This is an optimization exercise on Yosys and OpenROAD, whose aim is small area and few clock cycles, not a production implementation. Function was checked by simulation only, so behaviour that the tests miss may differ from the original. No driver is modelled on the clock port, so clock power and skew are understated where the tree is cut down; a real chip needs a root buffer or a tree. Power figures rest on the tool's default switching activity, not on a simulated workload.

Design frontend, start of the top module:
module frontend (
    input  logic        clk,
    input  logic        reset,
    input  logic        redirect_valid,
    input  logic [31:0] redirect_pc,
    output logic [8:0]  icache_addr,
    input  logic [31:0] icache_rdata,
    output logic        valid_out,
    input  logic        ready_out,
    output logic [31:0] pc_out,
    output logic [4:0]  rs1,
    output logic [4:0]  rs2,
    output logic [4:0]  rd,
    output logic [31:0] imm,
    output logic        ALUSrc,
    output logic [2:0]  ALUOp,
    output logic        branch,
    output logic        jump,
    output logic        MemRead,
    output logic        MemWrite,
    output logic        RegWrite,
    output logic        MemToReg
);
    Fetch u_fetch (
        .clk           (clk),
        .reset         (reset),
        .redirect_valid(redirect_valid),
        .redirect_pc   (redirect_pc),
        .advance       (ready_out),
        .pc_o          (pc_out)
    );
    assign icache_addr = pc_out[10:2];
    assign valid_out   = !reset;
    decode u_decode (
        .inst    (icache_rdata),
        .rs1     (rs1),
        .rs2     (rs2),
        .rd      (rd),
        .imm     (imm),
        .ALUSrc  (ALUSrc),
        .ALUOp   (ALUOp),
        .branch  (branch),
        .jump    (jump),
        .MemRead (MemRead),
        .MemWrite(MemWrite),
        .RegWrite(RegWrite),
        .MemToReg(MemToReg)
    );
endmodule
==> flow/config.mk <==
export PLATFORM = sky130hd
export DESIGN_NAME = frontend
export DESIGN_NICKNAME = frontend
export VERILOG_FILES = /design/flow/design.v
export SDC_FILE = /design/flow/constraint.sdc
export NUM_CORES = 4
export LEC_CHECK = 0
export CAP_MARGIN = 20
export CORE_MARGIN = 2
export CORE_UTILIZATION = 40
export SLEW_MARGIN = 20
==> flow/constraint.sdc <==
create_clock -name core_clock -period 4.0 [get_ports {clk}]
set_input_delay 0.8000 -clock core_clock [delete_from_list [all_inputs] [get_ports {clk}]]
set_output_delay 0.8000 -clock core_clock [all_outputs]
set_load 0.01 [all_outputs]
run.sh (not shown) runs the stock make flow with config.mk's settings and CLKGATE_MAP_FILE= SYNTH_SCRIPT=/design/flow/synth_recipe.tcl, a recipe that flattens the netlist after the stock synthesis.
The starting point passed the timing, design-rule and antenna checks.
Testbench counts at the start, summed over its fixed seeds: cycles 30,511.
Change:
==> flow/flow/run.sh (new file) <==
#!/bin/bash
# Standard ORFS layout, except that the port buffers are the smallest
# buffer (buf_1) instead of the cell buffer_ports picks on its own.
set -euo pipefail
export BUFFER_PORTS_ARGS="-buffer_cell sky130_fd_sc_hd__buf_1"
bash standard.sh > standard.log 2>&1
==> flow/standard.sh (new file) <==
#!/bin/bash
# synth_recipe.tcl (not shown) runs the flow's synth.tcl, then flattens the netlist and writes it again
# the make line also repeats each setting of config.mk as NAME=value (left out here)
make -C /OpenROAD-flow-scripts/flow DESIGN_CONFIG=/design/flow/config.mk WORK_HOME=/design/flow/orfs CLKGATE_MAP_FILE= SYNTH_SCRIPT=/design/flow/synth_recipe.tcl "${@:-finish}"
removed: flow/run.sh
After rerunning:
- The changed run went through all stages and came out clean
- cell area came out lower by a quarter to a third
- cell count came out lower slightly
- worst hold slack gets worse by 7.4 ps
- maximum frequency increases by about a fifth
- die area stays the same
- total power shrinks by a little under a tenth
- sequential share of layout area increases by 4.6 points
- area after synthesis stays the same


## job 4944
The RTL this note starts from:
==> flow/design.v <==
module Fetch (
    input  logic        clk,
    input  logic        reset,
    input  logic        redirect_valid,
    input  logic [31:0] redirect_pc,
    input  logic        advance,       
    output logic [31:0] pc_o
);
    logic [31:2] pc;
    logic [31:2] pc_d;
    logic s1, s0;
    assign s1 = redirect_valid & !reset;
    assign s0 = !redirect_valid & !reset;
    localparam NB = 3;
    logic [NB:0] bc;        
    logic [32:2] c;         
    assign bc[0] = advance;
    genvar b, i;
    generate
        for (b = 0; b < NB; b = b + 1) begin : g_blk
            localparam int S = 2 + 10*b;
            localparam int E = (S + 9 > 31) ? 31 : S + 9;
            assign c[S] = bc[b];
            for (i = S; i <= E; i = i + 1) begin : g_bit
                logic co;
                if (i < E) begin : g_mid
                    pc_bit u_bit (
                        .p (pc[i]),
                        .c (c[i]),
                        .r (redirect_pc[i]),
                        .s1(s1),
                        .s0(s0),
                        .d (pc_d[i]),
                        .co(co)
                    );
                end else begin : g_last
                    pc_bit_last u_bit (
                        .p (pc[i]),
                        .c (c[i]),
                        .r (redirect_pc[i]),
                        .s1(s1),
                        .s0(s0),
                        .d (pc_d[i])
                    );
                    assign co = 1'b0;
                end
                if (i < E) begin : g_c
                    assign c[i+1] = co;
                end
            end
            assign bc[b+1] = bc[b] & (&pc[E:S]);
        end
    endgenerate
    always_ff @(posedge clk) pc <= pc_d;
    assign pc_o = {pc, 2'b00};
endmodule
module pc_bit (
    input  logic p,
    input  logic c,
    input  logic r,
    input  logic s1,
    input  logic s0,
    output logic d,
    output logic co
);
    assign co = p & c;
    assign d  = (s1 & r) | (s0 & (p ^ c));
endmodule
module pc_bit_last (
    input  logic p,
    input  logic c,
    input  logic r,
    input  logic s1,
    input  logic s0,
    output logic d
);
    assign d = (s1 & r) | (s0 & (p ^ c));
endmodule
module decode (
    input  logic [31:0] inst,
    output logic [4:0]  rs1,
    output logic [4:0]  rs2,
    output logic [4:0]  rd,
    output logic [31:0] imm,
    output logic        ALUSrc,
    output logic [2:0]  ALUOp,
    output logic        branch,
    output logic        jump,
    output logic        MemRead,
    output logic        MemWrite,
    output logic        RegWrite,
    output logic        MemToReg
);
    logic lui, itype, store, br, sb, sext, rs1_en, rs2_en, mid_en;
    dec_ctrl u_ctrl (
        .op      (inst[6:0]),
        .f3      (inst[14:12]),
        .i31     (inst[31]),
        .lui     (lui),
        .itype   (itype),
        .store   (store),
        .br      (br),
        .sb      (sb),
        .sext    (sext),
        .rs1_en  (rs1_en),
        .rs2_en  (rs2_en),
        .mid_en  (mid_en),
        .ALUSrc  (ALUSrc),
        .ALUOp   (ALUOp),
        .branch  (branch),
        .jump    (jump),
        .MemRead (MemRead),
        .MemWrite(MemWrite),
        .RegWrite(RegWrite),
        .MemToReg(MemToReg)
    );
    dec_mask #(5) u_rd  (.a(inst[11:7]),  .en(RegWrite), .o(rd));
    dec_mask #(5) u_rs1 (.a(inst[19:15]), .en(rs1_en),   .o(rs1));
    dec_mask #(5) u_rs2 (.a(inst[24:20]), .en(rs2_en),   .o(rs2));
    dec_mask_or #(20) u_imm_hi (.a(inst[31:12]), .en(lui), .s(sext), .o(imm[31:12]));
    dec_sel2 #(1) u_imm_11 (.a(inst[31]), .ea(ALUSrc), .b(inst[7]), .eb(br),
                            .o(imm[11]));
    dec_mask #(6) u_imm_mid (.a(inst[30:25]), .en(mid_en), .o(imm[10:5]));
    dec_sel2 #(4) u_imm_lo (.a(inst[24:21]), .ea(itype), .b(inst[11:8]), .eb(sb),
                            .o(imm[4:1]));
    dec_sel2 #(1) u_imm_0 (.a(inst[20]), .ea(itype), .b(inst[7]), .eb(store),
                           .o(imm[0]));
endmodule
module dec_mask #(
    parameter W = 1
) (
    input  logic [W-1:0] a,
    input  logic         en,
    output logic [W-1:0] o
);
    assign o = a & {W{en}};
endmodule
module dec_mask_or #(
    parameter W = 1
) (
    input  logic [W-1:0] a,
    input  logic         en,
    input  logic         s,
    output logic [W-1:0] o
);
    assign o = (a & {W{en}}) | {W{s}};
endmodule
module dec_sel2 #(
    parameter W = 1
) (
    input  logic [W-1:0] a,
    input  logic         ea,
    input  logic [W-1:0] b,
    input  logic         eb,
    output logic [W-1:0] o
);
    assign o = (a & {W{ea}}) | (b & {W{eb}});
endmodule
module dec_ctrl (
    input  logic [6:0] op,
    input  logic [2:0] f3,
    input  logic       i31,
    output logic       lui,
    output logic       itype,      
    output logic       store,
    output logic       br,
    output logic       sb,         
    output logic       sext,       
    output logic       rs1_en,
    output logic       rs2_en,
    output logic       mid_en,     
    output logic       ALUSrc,
    output logic [2:0] ALUOp,
    output logic       branch,
    output logic       jump,
    output logic       MemRead,
    output logic       MemWrite,
    output logic       RegWrite,
    output logic       MemToReg
);
    logic v, o6, o5, o4, o2;
    assign v  = op[1] & op[0] & !op[3];
    assign o6 = op[6];
    assign o5 = op[5];
    assign o4 = op[4];
    assign o2 = op[2];
    logic opi, opr, load, jalr, n62, b11;
    assign n62   = v & !o6 & !o2;                  
    assign b11   = v & o6 & o5 & !o4;              
    assign lui   = v & !o6 & o5 & o4 & o2;
    assign opi   = n62 & !o5 & o4;
    assign opr   = n62 & o5 & o4;
    assign load  = n62 & !o5 & !o4;
    assign store = n62 & o5 & !o4;
    assign br    = b11 & !o2;
    assign jalr  = b11 & o2;
    assign itype  = (n62 & !o5) | jalr;
    assign sb     = v & o5 & !o4 & !o2;
    assign sext   = i31 & ((opi & (f3 != 3'b110)) | load | b11 | store);
    assign rs1_en = n62 | b11;
    assign rs2_en = (n62 & o5) | br;
    assign mid_en = (n62 & !opr) | b11;
    assign RegWrite = (n62 & !store) | lui | jalr;
    assign ALUSrc   = (n62 & !opr) | jalr;
    assign MemRead  = load;
    assign MemToReg = load;
    assign MemWrite = store;
    assign jump     = jalr;
    assign branch   = br & (f3 == 3'b001);
    assign ALUOp[2] = !(n62 | br);
    assign ALUOp[1] = !(lui | opr | load | store | jalr);
    assign ALUOp[0] = !(lui | opi | load | store);
endmodule
module frontend (
    input  logic        clk,
    input  logic        reset,
    input  logic        redirect_valid,
    input  logic [31:0] redirect_pc,
    output logic [8:0]  icache_addr,
    input  logic [31:0] icache_rdata,
    output logic        valid_out,
    input  logic        ready_out,
    output logic [31:0] pc_out,
    output logic [4:0]  rs1,
    output logic [4:0]  rs2,
    output logic [4:0]  rd,
    output logic [31:0] imm,
    output logic        ALUSrc,
    output logic [2:0]  ALUOp,
    output logic        branch,
    output logic        jump,
    output logic        MemRead,
    output logic        MemWrite,
    output logic        RegWrite,
    output logic        MemToReg
);
    Fetch u_fetch (
        .clk           (clk),
        .reset         (reset),
        .redirect_valid(redirect_valid),
        .redirect_pc   (redirect_pc),
        .advance       (ready_out),
        .pc_o          (pc_out)
    );
    assign icache_addr = pc_out[10:2];
    assign valid_out   = !reset;
    decode u_decode (
        .inst    (icache_rdata),
        .rs1     (rs1),
        .rs2     (rs2),
        .rd      (rd),
        .imm     (imm),
        .ALUSrc  (ALUSrc),
        .ALUOp   (ALUOp),
        .branch  (branch),
        .jump    (jump),
        .MemRead (MemRead),
        .MemWrite(MemWrite),
        .RegWrite(RegWrite),
        .MemToReg(MemToReg)
    );
endmodule
Settings: LEC_CHECK=0, CAP_MARGIN=0, CORE_MARGIN=2, CORE_UTILIZATION=66, SLEW_MARGIN=0, SYNTH_HIERARCHICAL=1; clock period 4.0 ns.
standard.sh (not shown) runs the stock make flow with config.mk's settings and CLKGATE_MAP_FILE= SYNTH_SCRIPT=/design/flow/synth_recipe.tcl, a recipe that flattens the netlist after the stock synthesis.
==> flow/flow/run.sh <==
#!/bin/bash
# Standard ORFS layout with four changes:
#  - synthesis maps the logic with ABC script flow/abc_deep.script (deepsyn
#    restructuring, then area-aware mapping) in place of ORFS's
#    abc_speed.script; everything else in synthesis is the standard
#    synthesis (synth_recipe.tcl), so the registers are the same;
#  - the port buffers are the smallest buffer (buf_1) instead of the cell
#    buffer_ports picks on its own;
#  - the clock is distributed by a single clkbuf_16 (flow/clock_buffer.tcl)
#    instead of TritonCTS's H-tree: the design has only 30 flip-flops.
# The ORFS scripts are used from a private copy with those two scripts
# changed. Each step's full log is in orfs/logs/; this script's own output
# goes to standard.log.
set -euo pipefail
here=$(pwd)

rm -rf "$here/scripts"
cp -r "$FLOW_HOME/scripts" "$here/scripts"
cp "$here/flow/abc_deep.script" "$here/scripts/abc_speed.script"
sed -i "s|^log_cmd clock_tree_synthesis .*|source $here/flow/clock_buffer.tcl|" "$here/scripts/cts.tcl"
grep -q "clock_buffer.tcl" "$here/scripts/cts.tcl"

export SCRIPTS_DIR="$here/scripts"
export BUFFER_PORTS_ARGS="-buffer_cell sky130_fd_sc_hd__buf_1"
bash standard.sh > standard.log 2>&1
==> flow/flow/abc_deep.script <==
strash
&get -n
&deepsyn -T 3
&dch
&nf
&put
topo
stime -c
Other scripts of this flow, unchanged in this note and not shown: flow/flow/clock_buffer.tcl
Testbench counts of job 4944, summed over its fixed seeds: cycles 30,511.
--- input diff job 4944..job 6922 ---
# job 4944
export LEC_CHECK = 0
export CAP_MARGIN = 0
export CORE_MARGIN = 2
export CORE_UTILIZATION = 66
export SLEW_MARGIN = 0
export SYNTH_HIERARCHICAL = 1
create_clock -name core_clock -period 4.0 [get_ports {clk}]
# job 6922
export LEC_CHECK = 0
export CAP_MARGIN = 0
export CORE_MARGIN = 2
export CORE_UTILIZATION = 75
export SLEW_MARGIN = 0
export SYNTH_HIERARCHICAL = 1
create_clock -name core_clock -period 4.0 [get_ports {clk}]
Notes after the runs:
Apart from job 6922, each of job 4944 and job 6922 ends the flow with a layout that passes the timing, design-rule and antenna checks. As the logs show, job 6922 stopped at global placement after a tool error, so it never reached the end of the flow. Changes observed in job 6922 relative to job 4944: post-synthesis average cell area held steady, floorplan die width went down, fraction of the yosys area taken by sequential cells now sits at about the same level.
The following lists how job 3994 was set up differently from job 6922:
# job 6922
export LEC_CHECK = 0
export CAP_MARGIN = 0
export CORE_MARGIN = 2
export CORE_UTILIZATION = 75
export SLEW_MARGIN = 0
export SYNTH_HIERARCHICAL = 1
create_clock -name core_clock -period 4.0 [get_ports {clk}]
# job 3994
export LEC_CHECK = 0
export CAP_MARGIN = 0
export CORE_MARGIN = 2
export CORE_UTILIZATION = 60
export SLEW_MARGIN = 0
export SYNTH_HIERARCHICAL = 1
create_clock -name core_clock -period 4.0 [get_ports {clk}]
==> flow/flow/abc_deep.script <==
strash
&get -n
&deepsyn -T 3
&dch
&nf -R 1000
&put
topo
stime -c
Findings:
Area after synthesis: job 6922 and job 3994 compared, higher one is job 6922
[compare] base=job 6922 new=job 3994: synthesized cell count shows an increase of 1.6%, count of different cell masters after synthesis shows a reduction of about 12%.
Height of the chip is higher on job 3994
Looking at the reports, job 3994 completed the entire flow and the layout it produced met the timing, design-rule and antenna checks.
Job 3994 vs job 6922 — synthesized area per cell dropped about 1.9%.
The clock cells of job 4944 and job 3994 come from the design's own scripts or RTL, not from TritonCTS.

-- separate check: timing with driven ports --
The flow's constraints put no driver on any port. The routed layouts listed below were extracted and timed again, unchanged, in two steps.
Step 1, drivers: a clkbuf_16 drives clk and a buf_2 each remaining input, both assumed.
Step 2 times the ports against the registers' clock, not the clock port: input delays grow and output delays shrink by t, the midpoint of the rising clock arrivals with the driver on.
a / b / c = ideal ports / drivers / drivers and shift; a / b = the first two.
run	t, ns	setup slack, ns	worst register clock-pin slew, ns	worst data-port slew with drivers (ns)	pins driven straight from the clock port
the first run of note 1	0.310	0.185 / 0.150 / 0.150	0.06 / 0.06	0.05	1
the second run of note 1	0.307	0.717 / 0.698 / 0.698	0.07 / 0.07	0.05	1
job 4944	0.204	0.361 / 0.342 / 0.342	0.11 / 0.11	0.06	1
job 3994	0.195	0.322 / 0.303 / 0.303	0.11 / 0.11	0.05	1
After both steps every run listed still meets setup and hold. For the first run of note 1, which loses most, drivers alone change the setup slack by -0.035 ns; drivers and shift together by -0.035 ns.
